Source: an optimization exercise on an open RTL-to-GDS flow (aim: small area, a short achievable clock period and few clock cycles per item). Production flows keep margins and buffers that such runs may drop. Where RTL was checked, it was by simulation tests only, not by an equivalence proof against the original. The RTL of run 2 was laid out without a check of its function.

==> flow/design.v (outline; a module is shown in full before it is edited, if it fits) <==
// module mul_op: 945 lines
// module mul_benc: 5 lines
// module mul_row: 7 lines
// module mul_fa: 4 lines
// module mul_fx: 6 lines
// module mul_ha: 4 lines
// module mul_xor: 3 lines
module mul_op #(parameter INPUTS = 2,
		parameter OUTPUTS = 1,
		parameter DATA_IN_SIZE = 32,
		parameter DATA_OUT_SIZE = 32)
		(
		input clk,
		input rst,
		input [INPUTS * (DATA_IN_SIZE)- 1 : 0]data_in_bus,
		input [INPUTS - 1 : 0]valid_in_bus,
		output [INPUTS - 1 : 0] ready_in_bus,
		output [OUTPUTS * (DATA_OUT_SIZE) - 1 : 0]data_out_bus,
		output [OUTPUTS - 1 : 0]valid_out_bus,
		input 	[OUTPUTS - 1 : 0] ready_out_bus
);
  // ...
==> flow/flow/run.sh <==
#!/bin/bash
# The standard layout, with resizing free to change a cell's footprint (so the
# port buffers and other cells can be swapped for faster ones) and port
# buffers that are plain buffers rather than delay cells.
set -euo pipefail
bash standard.sh MATCH_CELL_FOOTPRINT=0 BUFFER_PORTS_ARGS="-buffer_cell sky130_fd_sc_hd__buf_2" finish > standard.log 2>&1
==> flow/standard.sh <==
#!/bin/bash
# synth_recipe.tcl (not shown) runs the flow's synth.tcl, then flattens the netlist and writes it again
# the make line also repeats each setting of config.mk as NAME=value (left out here)
make -C /OpenROAD-flow-scripts/flow DESIGN_CONFIG=/design/flow/config.mk WORK_HOME=/design/flow/orfs CLKGATE_MAP_FILE= SYNTH_SCRIPT=/design/flow/synth_recipe.tcl "${@:-finish}"
==> flow/config.mk <==
export PLATFORM = sky130hd
export DESIGN_NAME = mul_op
export DESIGN_NICKNAME = mul_op
export VERILOG_FILES = /design/flow/design.v
export SDC_FILE = /design/flow/constraint.sdc
export NUM_CORES = 4
export LEC_CHECK = 0
export CAP_MARGIN = 20
export CORE_MARGIN = 2
export CORE_UTILIZATION = 40
export SETUP_SLACK_MARGIN = 4
export SLEW_MARGIN = 20
export SYNTH_HIERARCHICAL = 1
==> flow/constraint.sdc <==
create_clock -name core_clock -period 8.0 [get_ports {clk}]
set_input_delay 1.6000 -clock core_clock [delete_from_list [all_inputs] [get_ports {clk}]]
set_output_delay 1.6000 -clock core_clock [all_outputs]
set_load 0.01 [all_outputs]
==> results.cfg, run 1 <==
[final_layout]
stdcell_count = 2367
largest_class = multi-input combinational cells
area_growth_pct = 15.2
inv_count = 8
drive_gt1_frac = 0.338
final_cell_mix = 336 x xor2_1, 270 x xnor2_1, 152 x maj3_2
multi_input_cells = 1376
final_core_util = 0.469
buffers = 220

[placed_design]
place_ws_ps = 2370

[critical_path]
crit_family = adder cells
crit_cells = 12
worstReg2RegStart = rc4[25]$_DFFE_PN_
critPathMaxStageDelay_ps = 370
crit_end = rc4[96]$_DFFE_PN_

[logic_synthesis]
yosysWarnings = 7
synth_edf_count = 137
ys.flop_type = edfxtp_1
ys_ff_latch = 139

[clock_network]
cts_setup_buffers = 32

[outcome]
run_status = no timing/DRC/antenna violations

[routing]
top_layer = met5
wl_met2_um = 24200

[timing]
clock-skew-final_ps = 11.2

[global_route]
met3_usage = 0.0392
grt_pass1_vias = 13200
Testbench counts, summed over its fixed seeds: cycles 2,416, items 2,400.
==> inputs of run 2 (changes only) <==
--- a/flow/design.v
+++ b/flow/design.v
@@ -7,29 +7,44 @@
 		input rst,
 		input [INPUTS * (DATA_IN_SIZE)- 1 : 0]data_in_bus,
 		input [INPUTS - 1 : 0]valid_in_bus,
 		output [INPUTS - 1 : 0] ready_in_bus,
 		output [OUTPUTS * (DATA_OUT_SIZE) - 1 : 0]data_out_bus,
 		output [OUTPUTS - 1 : 0]valid_out_bus,
 		input 	[OUTPUTS - 1 : 0] ready_out_bus
 );
+  reg fa, fb;
+  reg [31:0] a_s, b_s;
+  reg sv;             
+  wire ce = ~sv;      
+  wire fire = fa & fb & ce;
+  assign ready_in_bus[0] = ~fa | fire;
+  assign ready_in_bus[1] = ~fb | fire;
+  always @(posedge clk, posedge rst)
+    if (rst) begin fa <= 1'b0; fb <= 1'b0; end
+    else begin
+      if (ready_in_bus[0]) fa <= valid_in_bus[0];
+      if (ready_in_bus[1]) fb <= valid_in_bus[1];
+    end
+  always @(posedge clk) begin
+    if (ready_in_bus[0]) a_s <= data_in_bus[31:0];
+    if (ready_in_bus[1]) b_s <= data_in_bus[63:32];
+  end
   reg [1:0] v;
-  wire ce = ~v[1] | ready_out_bus[0];
-  assign ready_in_bus[0] = valid_in_bus[1] & ce;
-  assign ready_in_bus[1] = valid_in_bus[0] & ce;
-  wire join_valid = valid_in_bus[0] & valid_in_bus[1];
   always @(posedge clk, posedge rst)
     if (rst) v <= 0;
-    else if (ce) v <= {v[0:0], join_valid};
-  assign valid_out_bus[0] = v[1];
-  reg [31:0] p_reg;
-  assign data_out_bus[31:0] = p_reg;
-  wire [31:0] a_s = data_in_bus[31:0];
-  wire [31:0] b_s = data_in_bus[63:32];
+    else if (ce) v <= {v[0:0], fire};
+  reg [31:0] s_reg, p_reg;
+  always @(posedge clk, posedge rst)
+    if (rst) sv <= 1'b0;
+    else sv <= sv ? ~ready_out_bus[0] : (v[1] & ~ready_out_bus[0]);
+  always @(posedge clk) if (ce) s_reg <= p_reg;
+  assign valid_out_bus[0] = sv | v[1];
+  assign data_out_bus[31:0] = sv ? s_reg : p_reg;
   wire [31:0] pp0;
   wire [2:0] sel0;
   wire [29:0] pp1;
   wire [2:0] sel1;
   wire [27:0] pp2;
   wire [2:0] sel2;
   wire [25:0] pp3;
   wire [2:0] sel3;
@@ -537,16 +552,274 @@
   wire n476;
   wire n477;
   wire n478;
   wire n479;
   wire n480;
   wire n481;
   wire n482;
   wire n483;
+  wire k1;
+  wire k2;
+  wire k3;
+  wire k4;
+  wire k5;
+  wire k6;
+  wire k7;
+  wire k8;
+  wire k9;
+  wire k10;
+  wire k11;
+  wire k12;
+  wire k13;
+  wire k14;
+  wire k15;
+  wire k16;
+  wire k17;
+  wire k18;
+  wire k19;
+  wire k20;
+  wire k21;
+  wire k22;
+  wire k23;
+  wire k24;
+  wire k25;
+  wire k26;
+  wire k27;
+  wire k28;
+  wire k29;
+  wire k30;
+  wire k31;
+  wire k32;
+  wire k33;
+  wire k34;
+  wire k35;
+  wire k36;
+  wire k37;
+  wire k38;
+  wire k39;
+  wire k40;
+  wire k41;
+  wire k42;
+  wire k43;
+  wire k44;
+  wire k45;
+  wire k46;
+  wire k47;
+  wire k48;
+  wire k49;
+  wire k50;
+  wire k51;
+  wire k52;
+  wire k53;
+  wire k54;
+  wire k55;
+  wire k56;
+  wire k57;
+  wire k58;
+  wire k59;
+  wire k60;
+  wire k61;
+  wire k62;
+  wire k63;
+  wire k64;
+  wire k65;
+  wire k66;
+  wire k67;
+  wire k68;
+  wire k69;
+  wire k70;
+  wire k71;
+  wire k72;
+  wire k73;
+  wire k74;
+  wire k75;
+  wire k76;
+  wire k77;
+  wire k78;
+  wire k79;
+  wire k80;
+  wire k81;
+  wire k82;
+  wire k83;
+  wire k84;
+  wire k85;
+  wire k86;
+  wire k87;
+  wire k88;
+  wire k89;
+  wire k90;
+  wire k91;
+  wire k92;
+  wire k93;
+  wire k94;
+  wire k95;
+  wire k96;
+  wire k97;
+  wire k98;
+  wire k99;
+  wire k100;
+  wire k101;
+  wire k102;
+  wire k103;
+  wire k104;
+  wire k105;
+  wire k106;
+  wire k107;
+  wire k108;
+  wire k109;
+  wire k110;
+  wire k111;
+  wire k112;
+  wire k113;
+  wire k114;
+  wire k115;
+  wire k116;
+  wire k117;
+  wire k118;
+  wire k119;
+  wire k120;
+  wire k121;
+  wire k122;
+  wire k123;
+  wire k124;
+  wire k125;
+  wire k126;
+  wire k127;
+  wire k128;
+  wire k129;
+  wire k130;
+  wire k131;
+  wire k132;
+  wire k133;
+  wire k134;
+  wire k135;
+  wire k136;
+  wire k137;
+  wire k138;
+  wire k139;
+  wire k140;
+  wire k141;
+  wire k142;
+  wire k143;
+  wire k144;
+  wire k145;
+  wire k146;
+  wire k147;
+  wire k148;
+  wire k149;
+  wire k150;
+  wire k151;
+  wire k152;
+  wire k153;
+  wire k154;
+  wire k155;
+  wire k156;
+  wire k157;
+  wire k158;
+  wire k159;
+  wire k160;
+  wire k161;
+  wire k162;
+  wire k163;
+  wire k164;
+  wire k165;
+  wire k166;
+  wire k167;
+  wire k168;
+  wire k169;
+  wire k170;
+  wire k171;
+  wire k172;
+  wire k173;
+  wire k174;
+  wire k175;
+  wire k176;
+  wire k177;
+  wire k178;
+  wire k179;
+  wire k180;
+  wire k181;
+  wire k182;
+  wire k183;
+  wire k184;
+  wire k185;
+  wire k186;
+  wire k187;
+  wire k188;
+  wire k189;
+  wire k190;
+  wire k191;
+  wire k192;
+  wire k193;
+  wire k194;
+  wire k195;
+  wire k196;
+  wire k197;
+  wire k198;
+  wire k199;
+  wire k200;
+  wire k201;
+  wire k202;
+  wire k203;
+  wire k204;
+  wire k205;
+  wire k206;
+  wire k207;
+  wire k208;
+  wire k209;
+  wire k210;
+  wire k211;
+  wire k212;
+  wire k213;
+  wire k214;
+  wire k215;
+  wire k216;
+  wire k217;
+  wire k218;
+  wire k219;
+  wire k220;
+  wire k221;
+  wire k222;
+  wire k223;
+  wire k224;
+  wire k225;
+  wire k226;
+  wire k227;
+  wire k228;
+  wire k229;
+  wire k230;
+  wire k231;
+  wire k232;
+  wire k233;
+  wire k234;
+  wire k235;
+  wire k236;
+  wire k237;
+  wire k238;
+  wire k239;
+  wire k240;
+  wire k241;
+  wire k242;
+  wire k243;
+  wire k244;
+  wire k245;
+  wire k246;
+  wire k247;
+  wire k248;
+  wire k249;
+  wire k250;
+  wire k251;
+  wire k252;
+  wire k253;
+  wire k254;
+  wire k255;
+  wire k256;
+  wire k257;
+  wire k258;
   mul_benc enc0 (.b({b_s[1], b_s[0], 1'b0}), .sel(sel0));
   mul_row #(.W(32)) row0 (.sel(sel0), .a(a_s[31:0]), .p(pp0));
   mul_benc enc1 (.b({b_s[3], b_s[2], b_s[1]}), .sel(sel1));
   mul_row #(.W(30)) row1 (.sel(sel1), .a(a_s[29:0]), .p(pp1));
   mul_benc enc2 (.b({b_s[5], b_s[4], b_s[3]}), .sel(sel2));
   mul_row #(.W(28)) row2 (.sel(sel2), .a(a_s[27:0]), .p(pp2));
   mul_benc enc3 (.b({b_s[7], b_s[6], b_s[5]}), .sel(sel3));
   mul_row #(.W(26)) row3 (.sel(sel3), .a(a_s[25:0]), .p(pp3));
@@ -826,19 +1099,275 @@
   mul_fa fa40 (.a(rc4[80]), .b(n421), .c(n422), .s(n470), .co(n471));
   mul_fa fa41 (.a(rc4[84]), .b(n423), .c(n424), .s(n472), .co(n473));
   mul_fa fa42 (.a(rc4[88]), .b(n425), .c(n426), .s(n474), .co(n475));
   mul_fa fa43 (.a(rc4[92]), .b(n427), .c(n428), .s(n476), .co(n477));
   mul_fa fa44 (.a(rc4[96]), .b(n429), .c(n430), .s(n478), .co(n479));
   mul_fa fa45 (.a(rc4[99]), .b(n431), .c(n432), .s(n480), .co(n481));
   mul_xor xr28 (.a(n434), .b(n435), .y(n482));
   mul_xor xr29 (.a(n482), .b(n433), .y(n483));
-  wire [23:0] x0 = {n483, n480, n478, n476, n474, n472, n470, n468, n466, n464, n462, n460, n458, n456, n454, n452, n450, n448, n446, n444, n442, n440, n438, n388};
-  wire [23:0] x1 = {n481, n479, n477, n475, n473, n471, n469, n467, n465, n463, n461, n459, n457, n455, n453, n451, n449, n447, n445, n443, n441, n439, n437, n436};
-  wire [31:0] prod = {x0 + x1, rc4[7], rc4[6], rc4[5], rc4[4], rc4[3], rc4[2], rc4[1], rc4[0]};
+  mul_xor g1 (.a(n388), .b(n436), .y(k1));
+  mul_xor g2 (.a(n438), .b(n437), .y(k2));
+  mul_xor g3 (.a(n440), .b(n439), .y(k3));
+  mul_xor g4 (.a(n442), .b(n441), .y(k4));
+  mul_xor g5 (.a(n444), .b(n443), .y(k5));
+  mul_xor g6 (.a(n446), .b(n445), .y(k6));
+  mul_xor g7 (.a(n448), .b(n447), .y(k7));
+  mul_xor g8 (.a(n450), .b(n449), .y(k8));
+  mul_xor g9 (.a(n452), .b(n451), .y(k9));
+  mul_xor g10 (.a(n454), .b(n453), .y(k10));
+  mul_xor g11 (.a(n456), .b(n455), .y(k11));
+  mul_xor g12 (.a(n458), .b(n457), .y(k12));
+  mul_xor g13 (.a(n460), .b(n459), .y(k13));
+  mul_xor g14 (.a(n462), .b(n461), .y(k14));
+  mul_xor g15 (.a(n464), .b(n463), .y(k15));
+  mul_xor g16 (.a(n466), .b(n465), .y(k16));
+  mul_xor g17 (.a(n468), .b(n467), .y(k17));
+  mul_xor g18 (.a(n470), .b(n469), .y(k18));
+  mul_xor g19 (.a(n472), .b(n471), .y(k19));
+  mul_xor g20 (.a(n474), .b(n473), .y(k20));
+  mul_xor g21 (.a(n476), .b(n475), .y(k21));
+  mul_xor g22 (.a(n478), .b(n477), .y(k22));
+  mul_xor g23 (.a(n480), .b(n479), .y(k23));
+  mul_xor g24 (.a(n483), .b(n481), .y(k24));
+  mul_nand2 g25 (.a(n388), .b(n436), .y(k25));
+  mul_nand2 g26 (.a(n438), .b(n437), .y(k26));
+  mul_nand2 g27 (.a(n440), .b(n439), .y(k27));
+  mul_nand2 g28 (.a(n442), .b(n441), .y(k28));
+  mul_nand2 g29 (.a(n444), .b(n443), .y(k29));
+  mul_nand2 g30 (.a(n446), .b(n445), .y(k30));
+  mul_nand2 g31 (.a(n448), .b(n447), .y(k31));
+  mul_nand2 g32 (.a(n450), .b(n449), .y(k32));
+  mul_nand2 g33 (.a(n452), .b(n451), .y(k33));
+  mul_nand2 g34 (.a(n454), .b(n453), .y(k34));
+  mul_nand2 g35 (.a(n456), .b(n455), .y(k35));
+  mul_nand2 g36 (.a(n458), .b(n457), .y(k36));
+  mul_nand2 g37 (.a(n460), .b(n459), .y(k37));
+  mul_nand2 g38 (.a(n462), .b(n461), .y(k38));
+  mul_nand2 g39 (.a(n464), .b(n463), .y(k39));
+  mul_nand2 g40 (.a(n466), .b(n465), .y(k40));
+  mul_nand2 g41 (.a(n468), .b(n467), .y(k41));
+  mul_nand2 g42 (.a(n470), .b(n469), .y(k42));
+  mul_nand2 g43 (.a(n472), .b(n471), .y(k43));
+  mul_nand2 g44 (.a(n474), .b(n473), .y(k44));
+  mul_nand2 g45 (.a(n476), .b(n475), .y(k45));
+  mul_nand2 g46 (.a(n478), .b(n477), .y(k46));
+  mul_nand2 g47 (.a(n480), .b(n479), .y(k47));
+  mul_nand2 g48 (.a(n483), .b(n481), .y(k48));
+  mul_nor2 g49 (.a(n388), .b(n436), .y(k49));
+  mul_nor2 g50 (.a(n438), .b(n437), .y(k50));
+  mul_nor2 g51 (.a(n440), .b(n439), .y(k51));
+  mul_nor2 g52 (.a(n442), .b(n441), .y(k52));
+  mul_nor2 g53 (.a(n444), .b(n443), .y(k53));
+  mul_nor2 g54 (.a(n446), .b(n445), .y(k54));
+  mul_nor2 g55 (.a(n448), .b(n447), .y(k55));
+  mul_nor2 g56 (.a(n450), .b(n449), .y(k56));
+  mul_nor2 g57 (.a(n452), .b(n451), .y(k57));
+  mul_nor2 g58 (.a(n454), .b(n453), .y(k58));
+  mul_nor2 g59 (.a(n456), .b(n455), .y(k59));
+  mul_nor2 g60 (.a(n458), .b(n457), .y(k60));
+  mul_nor2 g61 (.a(n460), .b(n459), .y(k61));
+  mul_nor2 g62 (.a(n462), .b(n461), .y(k62));
+  mul_nor2 g63 (.a(n464), .b(n463), .y(k63));
+  mul_nor2 g64 (.a(n466), .b(n465), .y(k64));
+  mul_nor2 g65 (.a(n468), .b(n467), .y(k65));
+  mul_nor2 g66 (.a(n470), .b(n469), .y(k66));
+  mul_nor2 g67 (.a(n472), .b(n471), .y(k67));
+  mul_nor2 g68 (.a(n474), .b(n473), .y(k68));
+  mul_nor2 g69 (.a(n476), .b(n475), .y(k69));
+  mul_nor2 g70 (.a(n478), .b(n477), .y(k70));
+  mul_nor2 g71 (.a(n480), .b(n479), .y(k71));
+  mul_nor2 g72 (.a(n483), .b(n481), .y(k72));
+  mul_oai21 g73 (.a(k50), .b(k25), .c(k26), .y(k73));
+  mul_oai21 g74 (.a(k51), .b(k26), .c(k27), .y(k74));
+  mul_nor2 g75 (.a(k51), .b(k50), .y(k75));
+  mul_oai21 g76 (.a(k52), .b(k27), .c(k28), .y(k76));
+  mul_nor2 g77 (.a(k52), .b(k51), .y(k77));
+  mul_oai21 g78 (.a(k53), .b(k28), .c(k29), .y(k78));
+  mul_nor2 g79 (.a(k53), .b(k52), .y(k79));
+  mul_oai21 g80 (.a(k54), .b(k29), .c(k30), .y(k80));
+  mul_nor2 g81 (.a(k54), .b(k53), .y(k81));
+  mul_oai21 g82 (.a(k55), .b(k30), .c(k31), .y(k82));
+  mul_nor2 g83 (.a(k55), .b(k54), .y(k83));
+  mul_oai21 g84 (.a(k56), .b(k31), .c(k32), .y(k84));
+  mul_nor2 g85 (.a(k56), .b(k55), .y(k85));
+  mul_oai21 g86 (.a(k57), .b(k32), .c(k33), .y(k86));
+  mul_nor2 g87 (.a(k57), .b(k56), .y(k87));
+  mul_oai21 g88 (.a(k58), .b(k33), .c(k34), .y(k88));
+  mul_nor2 g89 (.a(k58), .b(k57), .y(k89));
+  mul_oai21 g90 (.a(k59), .b(k34), .c(k35), .y(k90));
+  mul_nor2 g91 (.a(k59), .b(k58), .y(k91));
+  mul_oai21 g92 (.a(k60), .b(k35), .c(k36), .y(k92));
+  mul_nor2 g93 (.a(k60), .b(k59), .y(k93));
+  mul_oai21 g94 (.a(k61), .b(k36), .c(k37), .y(k94));
+  mul_nor2 g95 (.a(k61), .b(k60), .y(k95));
+  mul_oai21 g96 (.a(k62), .b(k37), .c(k38), .y(k96));
+  mul_nor2 g97 (.a(k62), .b(k61), .y(k97));
+  mul_oai21 g98 (.a(k63), .b(k38), .c(k39), .y(k98));
+  mul_nor2 g99 (.a(k63), .b(k62), .y(k99));
+  mul_oai21 g100 (.a(k64), .b(k39), .c(k40), .y(k100));
+  mul_nor2 g101 (.a(k64), .b(k63), .y(k101));
+  mul_oai21 g102 (.a(k65), .b(k40), .c(k41), .y(k102));
+  mul_nor2 g103 (.a(k65), .b(k64), .y(k103));
+  mul_oai21 g104 (.a(k66), .b(k41), .c(k42), .y(k104));
+  mul_nor2 g105 (.a(k66), .b(k65), .y(k105));
+  mul_oai21 g106 (.a(k67), .b(k42), .c(k43), .y(k106));
+  mul_nor2 g107 (.a(k67), .b(k66), .y(k107));
+  mul_oai21 g108 (.a(k68), .b(k43), .c(k44), .y(k108));
+  mul_nor2 g109 (.a(k68), .b(k67), .y(k109));
+  mul_oai21 g110 (.a(k69), .b(k44), .c(k45), .y(k110));
+  mul_nor2 g111 (.a(k69), .b(k68), .y(k111));
+  mul_oai21 g112 (.a(k70), .b(k45), .c(k46), .y(k112));
+  mul_nor2 g113 (.a(k70), .b(k69), .y(k113));
+  mul_oai21 g114 (.a(k71), .b(k46), .c(k47), .y(k114));
+  mul_nor2 g115 (.a(k71), .b(k70), .y(k115));
+  mul_oai21 g116 (.a(k72), .b(k47), .c(k48), .y(k116));
+  mul_nor2 g117 (.a(k72), .b(k71), .y(k117));
+  mul_inv g118 (.a(k25), .y(k118));
+  mul_aoi21 g119 (.a(k75), .b(k118), .c(k74), .y(k119));
+  mul_aoi21 g120 (.a(k77), .b(k73), .c(k76), .y(k120));
+  mul_aoi21 g121 (.a(k79), .b(k74), .c(k78), .y(k121));
+  mul_nand2 g122 (.a(k79), .b(k75), .y(k122));
+  mul_aoi21 g123 (.a(k81), .b(k76), .c(k80), .y(k123));
+  mul_nand2 g124 (.a(k81), .b(k77), .y(k124));
+  mul_aoi21 g125 (.a(k83), .b(k78), .c(k82), .y(k125));
+  mul_nand2 g126 (.a(k83), .b(k79), .y(k126));
+  mul_aoi21 g127 (.a(k85), .b(k80), .c(k84), .y(k127));
+  mul_nand2 g128 (.a(k85), .b(k81), .y(k128));
+  mul_aoi21 g129 (.a(k87), .b(k82), .c(k86), .y(k129));
+  mul_nand2 g130 (.a(k87), .b(k83), .y(k130));
+  mul_aoi21 g131 (.a(k89), .b(k84), .c(k88), .y(k131));
+  mul_nand2 g132 (.a(k89), .b(k85), .y(k132));
+  mul_aoi21 g133 (.a(k91), .b(k86), .c(k90), .y(k133));
+  mul_nand2 g134 (.a(k91), .b(k87), .y(k134));
+  mul_aoi21 g135 (.a(k93), .b(k88), .c(k92), .y(k135));
+  mul_nand2 g136 (.a(k93), .b(k89), .y(k136));
+  mul_aoi21 g137 (.a(k95), .b(k90), .c(k94), .y(k137));
+  mul_nand2 g138 (.a(k95), .b(k91), .y(k138));
+  mul_aoi21 g139 (.a(k97), .b(k92), .c(k96), .y(k139));
+  mul_nand2 g140 (.a(k97), .b(k93), .y(k140));
+  mul_aoi21 g141 (.a(k99), .b(k94), .c(k98), .y(k141));
+  mul_nand2 g142 (.a(k99), .b(k95), .y(k142));
+  mul_aoi21 g143 (.a(k101), .b(k96), .c(k100), .y(k143));
+  mul_nand2 g144 (.a(k101), .b(k97), .y(k144));
+  mul_aoi21 g145 (.a(k103), .b(k98), .c(k102), .y(k145));
+  mul_nand2 g146 (.a(k103), .b(k99), .y(k146));
+  mul_aoi21 g147 (.a(k105), .b(k100), .c(k104), .y(k147));
+  mul_nand2 g148 (.a(k105), .b(k101), .y(k148));
+  mul_aoi21 g149 (.a(k107), .b(k102), .c(k106), .y(k149));
+  mul_nand2 g150 (.a(k107), .b(k103), .y(k150));
+  mul_aoi21 g151 (.a(k109), .b(k104), .c(k108), .y(k151));
+  mul_nand2 g152 (.a(k109), .b(k105), .y(k152));
+  mul_aoi21 g153 (.a(k111), .b(k106), .c(k110), .y(k153));
+  mul_nand2 g154 (.a(k111), .b(k107), .y(k154));
+  mul_aoi21 g155 (.a(k113), .b(k108), .c(k112), .y(k155));
+  mul_nand2 g156 (.a(k113), .b(k109), .y(k156));
+  mul_aoi21 g157 (.a(k115), .b(k110), .c(k114), .y(k157));
+  mul_nand2 g158 (.a(k115), .b(k111), .y(k158));
+  mul_aoi21 g159 (.a(k117), .b(k112), .c(k116), .y(k159));
+  mul_nand2 g160 (.a(k117), .b(k113), .y(k160));
+  mul_oai21 g161 (.a(k122), .b(k25), .c(k121), .y(k161));
+  mul_inv g162 (.a(k73), .y(k162));
+  mul_oai21 g163 (.a(k124), .b(k162), .c(k123), .y(k163));
+  mul_oai21 g164 (.a(k126), .b(k119), .c(k125), .y(k164));
+  mul_oai21 g165 (.a(k128), .b(k120), .c(k127), .y(k165));
+  mul_oai21 g166 (.a(k130), .b(k121), .c(k129), .y(k166));
+  mul_nor2 g167 (.a(k130), .b(k122), .y(k167));
+  mul_oai21 g168 (.a(k132), .b(k123), .c(k131), .y(k168));
+  mul_nor2 g169 (.a(k132), .b(k124), .y(k169));
+  mul_oai21 g170 (.a(k134), .b(k125), .c(k133), .y(k170));
+  mul_nor2 g171 (.a(k134), .b(k126), .y(k171));
+  mul_oai21 g172 (.a(k136), .b(k127), .c(k135), .y(k172));
+  mul_nor2 g173 (.a(k136), .b(k128), .y(k173));
+  mul_oai21 g174 (.a(k138), .b(k129), .c(k137), .y(k174));
+  mul_nor2 g175 (.a(k138), .b(k130), .y(k175));
+  mul_oai21 g176 (.a(k140), .b(k131), .c(k139), .y(k176));
+  mul_nor2 g177 (.a(k140), .b(k132), .y(k177));
+  mul_oai21 g178 (.a(k142), .b(k133), .c(k141), .y(k178));
+  mul_nor2 g179 (.a(k142), .b(k134), .y(k179));
+  mul_oai21 g180 (.a(k144), .b(k135), .c(k143), .y(k180));
+  mul_nor2 g181 (.a(k144), .b(k136), .y(k181));
+  mul_oai21 g182 (.a(k146), .b(k137), .c(k145), .y(k182));
+  mul_nor2 g183 (.a(k146), .b(k138), .y(k183));
+  mul_oai21 g184 (.a(k148), .b(k139), .c(k147), .y(k184));
+  mul_nor2 g185 (.a(k148), .b(k140), .y(k185));
+  mul_oai21 g186 (.a(k150), .b(k141), .c(k149), .y(k186));
+  mul_nor2 g187 (.a(k150), .b(k142), .y(k187));
+  mul_oai21 g188 (.a(k152), .b(k143), .c(k151), .y(k188));
+  mul_nor2 g189 (.a(k152), .b(k144), .y(k189));
+  mul_oai21 g190 (.a(k154), .b(k145), .c(k153), .y(k190));
+  mul_nor2 g191 (.a(k154), .b(k146), .y(k191));
+  mul_oai21 g192 (.a(k156), .b(k147), .c(k155), .y(k192));
+  mul_nor2 g193 (.a(k156), .b(k148), .y(k193));
+  mul_oai21 g194 (.a(k158), .b(k149), .c(k157), .y(k194));
+  mul_nor2 g195 (.a(k158), .b(k150), .y(k195));
+  mul_oai21 g196 (.a(k160), .b(k151), .c(k159), .y(k196));
+  mul_nor2 g197 (.a(k160), .b(k152), .y(k197));
+  mul_aoi21 g198 (.a(k167), .b(k118), .c(k166), .y(k198));
+  mul_aoi21 g199 (.a(k169), .b(k73), .c(k168), .y(k199));
+  mul_inv g200 (.a(k119), .y(k200));
+  mul_aoi21 g201 (.a(k171), .b(k200), .c(k170), .y(k201));
+  mul_inv g202 (.a(k120), .y(k202));
+  mul_aoi21 g203 (.a(k173), .b(k202), .c(k172), .y(k203));
+  mul_aoi21 g204 (.a(k175), .b(k161), .c(k174), .y(k204));
+  mul_aoi21 g205 (.a(k177), .b(k163), .c(k176), .y(k205));
+  mul_aoi21 g206 (.a(k179), .b(k164), .c(k178), .y(k206));
+  mul_aoi21 g207 (.a(k181), .b(k165), .c(k180), .y(k207));
+  mul_aoi21 g208 (.a(k183), .b(k166), .c(k182), .y(k208));
+  mul_nand2 g209 (.a(k183), .b(k167), .y(k209));
+  mul_aoi21 g210 (.a(k185), .b(k168), .c(k184), .y(k210));
+  mul_nand2 g211 (.a(k185), .b(k169), .y(k211));
+  mul_aoi21 g212 (.a(k187), .b(k170), .c(k186), .y(k212));
+  mul_nand2 g213 (.a(k187), .b(k171), .y(k213));
+  mul_aoi21 g214 (.a(k189), .b(k172), .c(k188), .y(k214));
+  mul_nand2 g215 (.a(k189), .b(k173), .y(k215));
+  mul_aoi21 g216 (.a(k191), .b(k174), .c(k190), .y(k216));
+  mul_nand2 g217 (.a(k191), .b(k175), .y(k217));
+  mul_aoi21 g218 (.a(k193), .b(k176), .c(k192), .y(k218));
+  mul_nand2 g219 (.a(k193), .b(k177), .y(k219));
+  mul_aoi21 g220 (.a(k195), .b(k178), .c(k194), .y(k220));
+  mul_nand2 g221 (.a(k195), .b(k179), .y(k221));
+  mul_aoi21 g222 (.a(k197), .b(k180), .c(k196), .y(k222));
+  mul_nand2 g223 (.a(k197), .b(k181), .y(k223));
+  mul_oai21 g224 (.a(k209), .b(k25), .c(k208), .y(k224));
+  mul_oai21 g225 (.a(k211), .b(k162), .c(k210), .y(k225));
+  mul_oai21 g226 (.a(k213), .b(k119), .c(k212), .y(k226));
+  mul_oai21 g227 (.a(k215), .b(k120), .c(k214), .y(k227));
+  mul_inv g228 (.a(k161), .y(k228));
+  mul_oai21 g229 (.a(k217), .b(k228), .c(k216), .y(k229));
+  mul_inv g230 (.a(k163), .y(k230));
+  mul_oai21 g231 (.a(k219), .b(k230), .c(k218), .y(k231));
+  mul_inv g232 (.a(k164), .y(k232));
+  mul_oai21 g233 (.a(k221), .b(k232), .c(k220), .y(k233));
+  mul_inv g234 (.a(k165), .y(k234));
+  mul_oai21 g235 (.a(k223), .b(k234), .c(k222), .y(k235));
+  mul_xnor g236 (.a(k2), .b(k25), .y(k236));
+  mul_xor g237 (.a(k3), .b(k73), .y(k237));
+  mul_xnor g238 (.a(k4), .b(k119), .y(k238));
+  mul_xnor g239 (.a(k5), .b(k120), .y(k239));
+  mul_xor g240 (.a(k6), .b(k161), .y(k240));
+  mul_xor g241 (.a(k7), .b(k163), .y(k241));
+  mul_xor g242 (.a(k8), .b(k164), .y(k242));
+  mul_xor g243 (.a(k9), .b(k165), .y(k243));
+  mul_xnor g244 (.a(k10), .b(k198), .y(k244));
+  mul_xnor g245 (.a(k11), .b(k199), .y(k245));
+  mul_xnor g246 (.a(k12), .b(k201), .y(k246));
+  mul_xnor g247 (.a(k13), .b(k203), .y(k247));
+  mul_xnor g248 (.a(k14), .b(k204), .y(k248));
+  mul_xnor g249 (.a(k15), .b(k205), .y(k249));
+  mul_xnor g250 (.a(k16), .b(k206), .y(k250));
+  mul_xnor g251 (.a(k17), .b(k207), .y(k251));
+  mul_xor g252 (.a(k18), .b(k224), .y(k252));
+  mul_xor g253 (.a(k19), .b(k225), .y(k253));
+  mul_xor g254 (.a(k20), .b(k226), .y(k254));
+  mul_xor g255 (.a(k21), .b(k227), .y(k255));
+  mul_xor g256 (.a(k22), .b(k229), .y(k256));
+  mul_xor g257 (.a(k23), .b(k231), .y(k257));
+  mul_xor g258 (.a(k24), .b(k233), .y(k258));
+  wire [31:0] prod = {k258, k257, k256, k255, k254, k253, k252, k251, k250, k249, k248, k247, k246, k245, k244, k243, k242, k241, k240, k239, k238, k237, k236, k1, rc4[7], rc4[6], rc4[5], rc4[4], rc4[3], rc4[2], rc4[1], rc4[0]};
   always @(posedge clk) if (ce) begin
     rc4[0] <= lsum[0];
     rc4[1] <= lsum[1];
     rc4[2] <= lsum[2];
     rc4[3] <= lsum[3];
     rc4[4] <= lsum[4];
     rc4[5] <= lsum[5];
     rc4[6] <= lsum[6];
@@ -967,8 +1496,26 @@
 endmodule
 module mul_ha (input a, input b, output s, output co);
   assign s = a ^ b;
   assign co = a & b;
 endmodule
 module mul_xor (input a, input b, output y);
   assign y = a ^ b;
 endmodule
+module mul_xnor (input a, input b, output y);
+  assign y = ~(a ^ b);
+endmodule
+module mul_nand2 (input a, input b, output y);
+  assign y = ~(a & b);
+endmodule
+module mul_nor2 (input a, input b, output y);
+  assign y = ~(a | b);
+endmodule
+module mul_inv (input a, output y);
+  assign y = ~a;
+endmodule
+module mul_aoi21 (input a, input b, input c, output y);
+  assign y = ~((a & b) | c);
+endmodule
+module mul_oai21 (input a, input b, input c, output y);
+  assign y = ~((a | b) & c);
+endmodule
==> flow/config.mk (replaced) <==
export PLATFORM = sky130hd
export DESIGN_NAME = mul_op
export DESIGN_NICKNAME = mul_op
export VERILOG_FILES = /design/flow/design.v
export SDC_FILE = /design/flow/constraint.sdc
export NUM_CORES = 4
export LEC_CHECK = 0
export CAP_MARGIN = 20
export CORE_MARGIN = 2
export CORE_UTILIZATION = 40
export SETUP_SLACK_MARGIN = 5
export SLEW_MARGIN = 20
export SYNTH_HIERARCHICAL = 1
==> run 2 against run 1 <==
Effect of this change: still clean on timing, DRC and antenna; synthesized cell count up 13%; first-iteration DRC count grew 19%; fmax grew 16%; global-route usage rose by 0.10 points; via count increased by 17%; die area grew 17%; register-to-register slack better by 450 ps; critical path depth decreased by 8; cell count grew 21%; critical path type is now flip-flop to primary output; critical endpoint is now data_out_bus[1].
==> results.cfg, run 2 <==
[outcome]
run_status = no timing/DRC/antenna violations

[timing]
clock-skew-final_ps = 33.8
rsz0062_at_grt = yes
post-route-period-util = 0.428
hold_viol_final = 0
worstMarginPinSlew_ps = 939
slew_headroom = 0.374
setup_viol = 0
fmax_ghz = 0.292
period_minus_slack_ps = 3420
drv_slew = 0
setup_tns_ps = 0

[die]
dieArea_um2 = 55100
core-area_um2 = 52600
start_util = 0.405
rows = 84
die_y_um = 235
die_w_um = 235
num_io_pins = 104

[logic_synthesis]
ys_ff_latch = 238
synth_cell_types = 43
yosysTopAreaCell = edfxtp_1
avgSynthCellArea_um2 = 11.6
synth_top_area_frac = 0.284
yosysMostFrequentCell = xor2_1
synth_area_leaders = edfxtp_1 28%, xor2_1 16%, xnor2_1 12%
synth_cells = 1836
synth_seq_area_share = 0.320
ys.flop_type = edfxtp_1
async_reset_ff_frac = 0.0210
synthTopCellsByCount = 387 x xor2_1, 285 x xnor2_1, 201 x edfxtp_1
syn_area_um2 = 21300
synth_edf_count = 201
yosysWarnings = 7

[global_route]
grt_use_total = 0.217
grt_pass1_vias = 15300
grt_start_max_net_pins = 73
overflow = 0
antenna_found_initial = 0
grt_pass1_wl_um = 93200

[routing]
drcViolationCount = 0
drt_iter0_drc = 1088
wire_per_inst_um = 22.1
wl_um = 63400
via_per_inst = 5.40
ant_nets = 0
drtPass1Iterations = 5
dr_total_vias = 15500

[critical_path]
path_max_fanout = 5
startpoint = sv$_DFF_PP0_
worstPathRequired_ps = 6400
worstReg2RegStart = b_s[5]$_DFFE_PP_
critical_path_class = flip-flop to primary output
cp-start-kind = flip-flop
cp.arrival_ps = 1820
reg2reg_depth = 14
end_kind = primary output
r2r_setup_slack_ps = 4670
r2r_end = rc4[7]$_DFFE_PN_

[final_layout]
area_growth_pct = 28.4
drive_gt1_frac = 0.457
regMostFlops = rc4
fin_nets = 2311
largest_register_ffs = 105
layout_commonest_cell = xor2_1
diodes = 0
final_cell_mix = 321 x xor2_1, 234 x xnor2_1, 201 x edfxtp_1
final_cell_area_um2 = 27300
nFillCells = 4507

[worst_hold_path]
hold_path.class = flip-flop to flip-flop
min_delay_path_depth = 0
min_to = p_reg[0]$_DFFE_PN_
min_from = rc4[0]$_DFFE_PN_

[clock_network]
clk_pin_slew_ps = 60
cts.sinks = 238
numCtsBuffers = 27
clk_latency_ps = 560
cts_tree = built
clockBufferDepth = 3
cts_root_buf = clkbuf_16
htree_levels = 1

[placed_design]
dp_hpwl_um = 39600
placed_area_um2 = 22300
portBuffers = 103
gp_congestion = 0.840

[flow_run]
cap_violations = 0
run 2: cell types whose count changed after synthesis, sizes merged, moves of 32 or more:
cell / delta
edfxtp: +64
nor2: +47
o21ai: +42
nand2: +36
mux2: +33
dfxtp: +32
run 2: Yosys stat by module, one instance, submodules excluded, a selection:
module | flip-flops and latches | cells | area [µm²] | copies in the design
mul_nand2 | 0 | 1 | 3.75 | 49
mul_fx | 0 | 1 | 11.3 | 152
mul_ha | 0 | 1 | 12.5 | 30
mul_benc | 0 | 5 | 38.8 | 16
mul_xor | 0 | 1 | 8.76 | 369
mul_aoi21 | 0 | 1 | 8.76 | 36
mul_op | 238 | 324 | 7550 | 1
mul_nor2 | 0 | 1 | 3.75 | 58
mul_oai21 | 0 | 1 | 5.00 | 48
mul_inv | 0 | 1 | 3.75 | 7
mul_fa | 0 | 1 | 20.0 | 45
mul_xnor | 0 | 1 | 8.76 | 11
run 2: cell families (layout without fill, tap and decap cells):
family | Yosys count | after routing | synth area share
compound gates | 369 | 371 | 0.162
xor+xnor | 672 | 673 | 0.277
flops | 238 | 238 | 0.320
fa+ha+maj | 235 | 235 | 0.145
other cells | 1 | 3 | 0.000176
buf+inv | 113 | 451 | 0.0443
simple gates | 175 | 175 | 0.0347
mux | 33 | 33 | 0.0175
run 2: worst max-delay path: stages (launching register included):
cell and delay (ps):
dfrtp_4 520, buf_12 160, buf_4 160, mux2_2 300
buf_2 150
run 2: layout make-up:
type,count,area [µm²],area share
multi-input combinational,1490,15100,0.551
sequential,238,6810,0.249
timing repair buffer,392,3730,0.137
tap,688,861,0.0315
clock buffer,40,756,0.0277
clock inverter,9,80.1,0.00293
inverter,10,41.3,0.00151
run 2: through the flow:
stage               worst slack, ps  utilization  instances  hold WS [ps]
detailed placement             3220        0.424       2572           407
floorplan                      3530            -       1838           400
global route                   4510        0.520       2867           431
CTS                            4540        0.487       2763           422
global placement               3370        0.423       2572           408
finish                         4580        0.520       2867           419
run 2: how the worst max path moves through the flow:
stage / endpoint / slack (ps) / cells past startpoint
final: data_out_bus[1] / 4580 / 4
after floorplan: ready_in_bus[1] / 3530 / 2
after CTS: data_out_bus[1] / 4540 / 4
after global placement: rc4[7]$_DFFE_PN_ / 3370 / 13
after detailed placement: rc4[7]$_DFFE_PN_ / 3220 / 13
after global routing: data_out_bus[20] / 4510 / 4
run 2: repair_timing:
item | CTS | global route
gates cloned | 16 | 6
endpoints found under the hold margin | 0 | 0
pin swaps | 67 | 142
setup endpoints to repair | 141 | 94
gates resized for setup | 189 | 148
hold buffers | 0 | 0
buffers inserted | 126 | 98
run 2: per-layer routing:
layer  vias up  global-route usage  wire (µm)
met3       112              0.0250       3470
met1      7696               0.292      27100
met5         -                   0          0
met4         0              0.0635       2070
li1       7166                   -          -
met2       500               0.367      30700

==> re-timing with driven ports <==
The results above use ideal ports. As a check the final layouts listed here were re-extracted and re-timed, cells and wires unchanged. Step 1: set_driving_cell puts a clkbuf_16 on clk and a buf_2 on each other input, an assumption about the parent block. Step 2 times the ports against the registers' clock, not the clock port: input delays grow and output delays shrink by t, the midpoint of the rising clock arrivals with the driver on. Slacks: ideal / step 1 / step 2; pairs: ideal / step 1.
| run | t, ns | setup WS [ns] | worst setup path at the end | worst data-port slew with drivers (ns) | cell pins on the clock port's net |
|---|---|---|---|---|---|
| run 1 | 0.506 | 4.019 / 3.917 / 3.411 | input to register | 0.18 | 1 |
| run 2 | 0.602 | 4.576 / 4.522 / 4.665 | register to register | 0.04 | 1 |
After both steps setup and hold are still met in every run listed. The setup slack of run 1, which loses most, moves by -0.102 ns with the drivers and by -0.608 ns with both steps.
